Source: an optimization exercise on an open RTL-to-GDS flow (aim: small area, a short achievable clock period and few clock cycles per item). Production flows keep margins and buffers that such runs may drop. Where RTL was checked, it was by simulation tests only, not by an equivalence proof against the original. Power is estimated from default activity; no workload was simulated.

==> delta <==
Design HW3_FPMUL_754SP, start of the top module:
module HW3_FPMUL_754SP(Clk, Rst, St, FPmplier, FPmcand, Done, Ovf, Unf, FPproduct);
==> flow/config.mk <==
export PLATFORM = sky130hd
export DESIGN_NAME = HW3_FPMUL_754SP
export DESIGN_NICKNAME = HW3_FPMUL_754SP
export VERILOG_FILES = /design/flow/design.v
export SDC_FILE = /design/flow/constraint.sdc
export NUM_CORES = 4
export LEC_CHECK = 0
export CAP_MARGIN = 20
export CORE_MARGIN = 2
export CORE_UTILIZATION = 40
export SETUP_SLACK_MARGIN = 3
export SLEW_MARGIN = 20
export SYNTH_HIERARCHICAL = 1
export SYNTH_MINIMUM_KEEP_SIZE = 0
==> flow/constraint.sdc <==
create_clock -name core_clock -period 8.6 [get_ports {Clk}]
set_input_delay 1.7200 -clock core_clock [delete_from_list [all_inputs] [get_ports {Clk}]]
set_output_delay 1.7200 -clock core_clock [all_outputs]
set_load 0.01 [all_outputs]
standard.sh (not shown) runs the stock make flow with config.mk's settings and CLKGATE_MAP_FILE= SYNTH_SCRIPT=/design/flow/synth_recipe.tcl, a recipe that flattens the netlist after the stock synthesis.
==> flow/flow/run.sh <==
#!/bin/bash
set -euo pipefail
export BUFFER_PORTS_ARGS="-buffer_cell sky130_fd_sc_hd__buf_1"
bash standard.sh > standard.log 2>&1
==> fjord: changes against delta <==
- SETUP_SLACK_MARGIN: 3 -> 2
==> sierra: changes against delta <==
- SETUP_SLACK_MARGIN: 3 -> 3.5
==> summary.txt <==
metric	sierra	delta	fjord
Count of placed standard cells in the final layout, fillers left out	2360	2242	2199
Highest clock rate	186 MHz	181 MHz	161 MHz
Data required time of the critical path	8.87 ns	8.87 ns	8.85 ns
Met3 capacity usage during global routing	8.46%	6.75%	6.54%
Net switching power	4.45 mW	3.72 mW	3.74 mW
Initial DRT Pass Iterations	6	6	7
Worst-margin pin slew	0.703 ns	0.740 ns	1.16 ns
Cts repair resizes	236	92	0
Detailed placer's ending HPWL	38300 microns	40200 microns	39300 microns
Area fraction of clock buffers and clock inverters	1.45%	1.65%	1.76%
Critical-path maximum fanout	9	7	19
Detail Route met3 WL	7770 microns	6480 microns	5550 microns
Worst EP arrival	5.64 ns	5.79 ns	6.47 ns
Pre-CTS worst setup slack	2.09 ns	2.06 ns	2.08 ns
Area taken by multi-input logic gates	15400 sq um	14000 sq um	13600 sq um
Switching share of power	48.3%	50.4%	50.7%
Power density cells	436 nW/um^2	403 nW/um^2	429 nW/um^2
Post-CTS setup buffer count	128	18	0
First-pass GRT wire length	93100 microns	84200 microns	81600 microns
Relative contribution of combinational cells to total power	85.7%	82.0%	82.1%
Final WL	63700 microns	55900 microns	53200 microns
Result of the run	timing/DRC/antenna clean	timing/DRC/antenna clean	timing/DRC/antenna clean
Combinational power	7.90 mW	6.06 mW	6.05 mW
Total routed wire length on the met1 layer	24300 microns	22500 microns	22400 microns
Final Core Density	53.3%	46.1%	43.2%
No functional check of the RTL was part of any run of this note.


==> inputs of lagoon <==
Another version of the RTL of HW3_FPMUL_754SP (not shown whole).
==> flow/design.v (excerpt) <==
module HW3_FPMUL_754SP(Clk, Rst, St, FPmplier, FPmcand, Done, Ovf, Unf, FPproduct);
==> flow/config.mk <==
export PLATFORM = sky130hd
export DESIGN_NAME = HW3_FPMUL_754SP
export DESIGN_NICKNAME = HW3_FPMUL_754SP
export VERILOG_FILES = /design/flow/design.v
export SDC_FILE = /design/flow/constraint.sdc
export NUM_CORES = 4
export LEC_CHECK = 0
export CAP_MARGIN = 20
export CORE_MARGIN = 2
export CORE_UTILIZATION = 40
export SETUP_SLACK_MARGIN = 3.3
export SLEW_MARGIN = 20
export SYNTH_HIERARCHICAL = 1
export SYNTH_MINIMUM_KEEP_SIZE = 0
==> flow/constraint.sdc <==
create_clock -name core_clock -period 8.6 [get_ports {Clk}]
set_input_delay 1.7200 -clock core_clock [delete_from_list [all_inputs] [get_ports {Clk}]]
set_output_delay 1.7200 -clock core_clock [all_outputs]
set_load 0.01 [all_outputs]
Scripts as last shown in full above: flow/flow/run.sh
==> quartz (differences from lagoon) <==
SETUP_SLACK_MARGIN = 3   (was 3.3)
==> comparison table <==
Run status: lagoon finished clean; quartz finished clean
Cell with the biggest individual delay on the critical path: lagoon sky130_fd_sc_hd__fa_1; quartz sky130_fd_sc_hd__clkdlybuf4s15_1
Clock-pin slew on the worst setup and hold paths: lagoon 0.08 ns; quartz 0.06 ns
Final cell count without fillers: lagoon 2200; quartz 2157
Switching part of the total power: lagoon 50.1%; quartz 50.0%
Final design utilization: lagoon 46.4%; quartz 43.4%
Clock network share of area: lagoon 1.67%; quartz 1.81%
CP Data Required Time: lagoon 8.86 ns; quartz 8.84 ns
Sequential-cell power consumption: lagoon 0.903 mW; quartz 0.905 mW
Worst setup path end: lagoon ry[17]; quartz ry[10]
Setup repair bufs after CTS: lagoon 5; quartz 0
Filler cell count in the final layout: lagoon 3711; quartz 3868
Number of vias per cell: lagoon 6.16; quartz 6.03
Total net switching power: lagoon 3.55 mW; quartz 3.44 mW
P_int: lagoon 3.54 mW; quartz 3.44 mW
Wire length of the first global-routing pass: lagoon 83.1 mm; quartz 80.5 mm
Testbench counts of lagoon, summed over its fixed seeds: cycles 12,000, ops 12,000.
Testbench counts of quartz, summed over its fixed seeds: cycles 12,000, ops 12,000.


==> run K <==
Starting RTL as in the previous note.
==> flow/design.v (excerpt) <==
module HW3_FPMUL_754SP(Clk, Rst, St, FPmplier, FPmcand, Done, Ovf, Unf, FPproduct);
Settings: LEC_CHECK=0, CAP_MARGIN=20, CORE_MARGIN=2, CORE_UTILIZATION=60, PLACE_DENSITY=0.72, SETUP_SLACK_MARGIN=3, SLEW_MARGIN=20, SYNTH_HIERARCHICAL=1, SYNTH_MINIMUM_KEEP_SIZE=0; clock period 8.6 ns.
Scripts as last shown in full above: flow/flow/run.sh
==> inputs of run P, as changes to run K <==
Settings changed: CORE_UTILIZATION 60 to 40, PLACE_DENSITY 0.72 to not set, SETUP_SLACK_MARGIN 3 to 2.5.
==> summary.txt <==
metric                                                                               run P                    run K
Number of cells in the finished layout apart from fillers                             2158                     1961
Number of antenna violations at the first check in global routing                        0                        1
Path length in cells of the critical path                                               10                       11
Area of the die                                                                 0.0416 mm²               0.0280 mm²
Status                                                             complete, no violations  complete, no violations
Internal power summed over all cells                                               3400 µW                  3390 µW
Slowest CP cell                                                                       ha_1                     fa_1
Proportion of total power due to net switching                                       0.504                    0.498
Buffering overhead                                                                  0.0413                   0.0394
Placed Area                                                                     0.0168 mm²               0.0165 mm²
Routed wire length per instance                                                    24.3 µm                  25.6 µm
Met1 capacity usage during global routing                                            0.355                    0.488
Via count of the first global-routing pass                                           13.5k                    13.9k
Testbench counts of run K, summed over its fixed seeds: cycles 12,000, ops 12,000.
Testbench counts of run P, summed over its fixed seeds: cycles 12,000, ops 12,000.


==> inputs of trial 12 <==
HW3_FPMUL_754SP, a different RTL version from the one above (not shown whole).
==> flow/design.v (excerpt) <==
module HW3_FPMUL_754SP(Clk, Rst, St, FPmplier, FPmcand, Done, Ovf, Unf, FPproduct);
export LEC_CHECK = 0
export CAP_MARGIN = 20
export CORE_MARGIN = 2
export CORE_UTILIZATION = 60
export PLACE_DENSITY = 0.72
export SETUP_SLACK_MARGIN = 3
export SLEW_MARGIN = 20
export SYNTH_HIERARCHICAL = 1
export SYNTH_MINIMUM_KEEP_SIZE = 0
create_clock -name core_clock -period 8.6 [get_ports {Clk}]
Scripts as last shown in full above: flow/flow/run.sh
==> trial 82 (differences from trial 12) <==
Settings changed: SETUP_SLACK_MARGIN 3 to 3.3.
==> comparison table <==
metric                                                                 trial 12       trial 82
Critical path data required time                                        8.85 ns        6.88 ns
Gr usage total                                                            34.2%          35.3%
WP buf/inv                                                                    1              2
Multi-input logic area                                               0.0137 mm²     0.0139 mm²
Final std cell area, no fill                                         0.0170 mm²     0.0174 mm²
Clock network fraction of total power                                      6.4%           6.0%
Launching instance or port of the critical path                      FPmcand[5]  rx[7]$_DFF_P_
Sw Pwr                                                                  3.42 mW        3.51 mW
Actual slew at the worst max-slew pin                                   1.13 ns       0.860 ns
Run status                                             timing/DRC/antenna clean  timing/DRC/antenna clean
Number of setup buffers added after CTS                                       1              4
Slowest stage delay, CP                                                 0.71 ns        0.52 ns
Share of final-layout standard cells stronger than drive strength 1       5.96%          8.63%
Crit start category                                                  input port           flop
Static power due to leakage                                             6.35 nW        6.49 nW
Routing usage on met3                                                     9.61%          11.2%
Testbench counts of trial 12, summed over its fixed seeds: cycles 12,000, ops 12,000.
Testbench counts of trial 82, summed over its fixed seeds: cycles 12,000, ops 12,000.


==> branch maple <==
Starting RTL as in the previous note.
// HW3_FPMUL_754SP
module HW3_FPMUL_754SP(Clk, Rst, St, FPmplier, FPmcand, Done, Ovf, Unf, FPproduct);
export LEC_CHECK = 0
export CAP_MARGIN = 20
export CORE_MARGIN = 2
export CORE_UTILIZATION = 60
export PLACE_DENSITY = 0.72
export SETUP_SLACK_MARGIN = 3.6
export SLEW_MARGIN = 20
export SYNTH_HIERARCHICAL = 1
export SYNTH_MINIMUM_KEEP_SIZE = 0
create_clock -name core_clock -period 8.6 [get_ports {Clk}]
Scripts as last shown in full above: flow/flow/run.sh
==> inputs of branch willow, as changes to branch maple <==
--- a/flow/config.mk
+++ b/flow/config.mk
@@ -8,7 +8,6 @@
 export CAP_MARGIN = 20
 export CORE_MARGIN = 2
-export CORE_UTILIZATION = 60
-export PLACE_DENSITY = 0.72
-export SETUP_SLACK_MARGIN = 3.6
+export CORE_UTILIZATION = 40
+export SETUP_SLACK_MARGIN = 3
 export SLEW_MARGIN = 20
 export SYNTH_HIERARCHICAL = 1
==> comparison table <==
metric	branch maple	branch willow
Outcome	finished clean	finished clean
M1 WL	21600 um	21800 um
Launching element of the worst setup path	FPmcand[18]	FPmcand[9]
Portion of total power attributed to combinational logic	0.842	0.835
Period minus WS final	5.03 ns	5.48 ns
Biggest fanout along the worst timing path	8	24
Detailed-route via count	14900	13400
Critical path depth in cells	11	12
Horizontal die dimension	168 um	205 um
Clk network pwr share	0.054	0.057
PnR Total Power	7680 uW	6870 uW
Fraction of area in multi-input gates	0.756	0.793
Area of the die	28300 sq um	42000 sq um
Non-clk buf share	0.0957	0.0409
Count of routing violations after the opening detailed-route iteration	2594	1277
Vertical die dimension	168 um	205 um
Fraction of area in clock buffers and inverters	0.0152	0.0170
Total wire length	60100 um	53100 um
Headroom to the max-slew limit	0.490	0.380
GR met2 Demand/Resource	0.599	0.395
Switching power total	3820 uW	3580 uW
Transition time at the pin with the least slew margin	0.765 ns	0.929 ns
Tap cells	341	525
Testbench counts of branch maple, summed over its fixed seeds: cycles 12,000, ops 12,000.
Testbench counts of branch willow, summed over its fixed seeds: cycles 12,000, ops 12,000.

## separate check: timing with driven ports
How much do the figures lean on ideal ports? The routed layouts below were timed once more, with nothing changed but the port constraints.
Step 1 sets driving cells, clkbuf_16 on the clock port and buf_2 on the other inputs (assumed; they add their load-dependent delay and slew).
Step 2 moves the port delays by t, midway between the first and last clock arrival at a register: inputs arrive t later, outputs are due t later. That takes back most of the time a late clock gives input paths.
Slacks: ideal ports / drivers / drivers and shift; pairs: ideal ports / drivers.
| run | t (ns) | slack for setup (ns) | hold slack, ns | clock arrival spread, ns |
|---|---|---|---|---|
| delta | 0.422 | 3.074 / 3.095 / 2.673 | 1.494 / 1.462 / 1.885 | 0.019 / 0.019 |
| fjord | 0.412 | 2.381 / 2.410 / 1.998 | 1.501 / 1.474 / 1.887 | 0.015 / 0.015 |
| sierra | 0.425 | 3.232 / 3.237 / 2.812 | 1.493 / 1.466 / 1.892 | 0.015 / 0.015 |
| lagoon | 0.409 | 3.341 / 3.366 / 2.957 | 1.504 / 1.481 / 1.890 | 0.011 / 0.011 |
| quartz | 0.407 | 3.040 / 3.056 / 2.649 | 1.509 / 1.484 / 1.891 | 0.017 / 0.018 |
| run K | 0.401 | 3.052 / 3.069 / 2.668 | 1.511 / 1.488 / 1.889 | 0.017 / 0.016 |
| run P | 0.406 | 2.643 / 2.665 / 2.259 | 1.507 / 1.486 / 1.892 | 0.013 / 0.013 |
| trial 12 | 0.401 | 3.123 / 3.088 / 2.746 | 1.513 / 1.489 / 1.890 | 0.018 / 0.018 |
| trial 82 | 0.405 | 3.336 / 3.287 / 3.031 | 1.503 / 1.477 / 1.882 | 0.014 / 0.014 |
| branch maple | 0.416 | 3.566 / 3.524 / 3.177 | 1.493 / 1.465 / 1.881 | 0.018 / 0.017 |
| branch willow | 0.419 | 3.118 / 3.142 / 2.723 | 1.508 / 1.477 / 1.896 | 0.017 / 0.017 |
After both steps setup and hold are still met in every run listed. The setup slack of sierra, which loses most, moves by +0.005 ns with the drivers and by -0.420 ns with both steps.
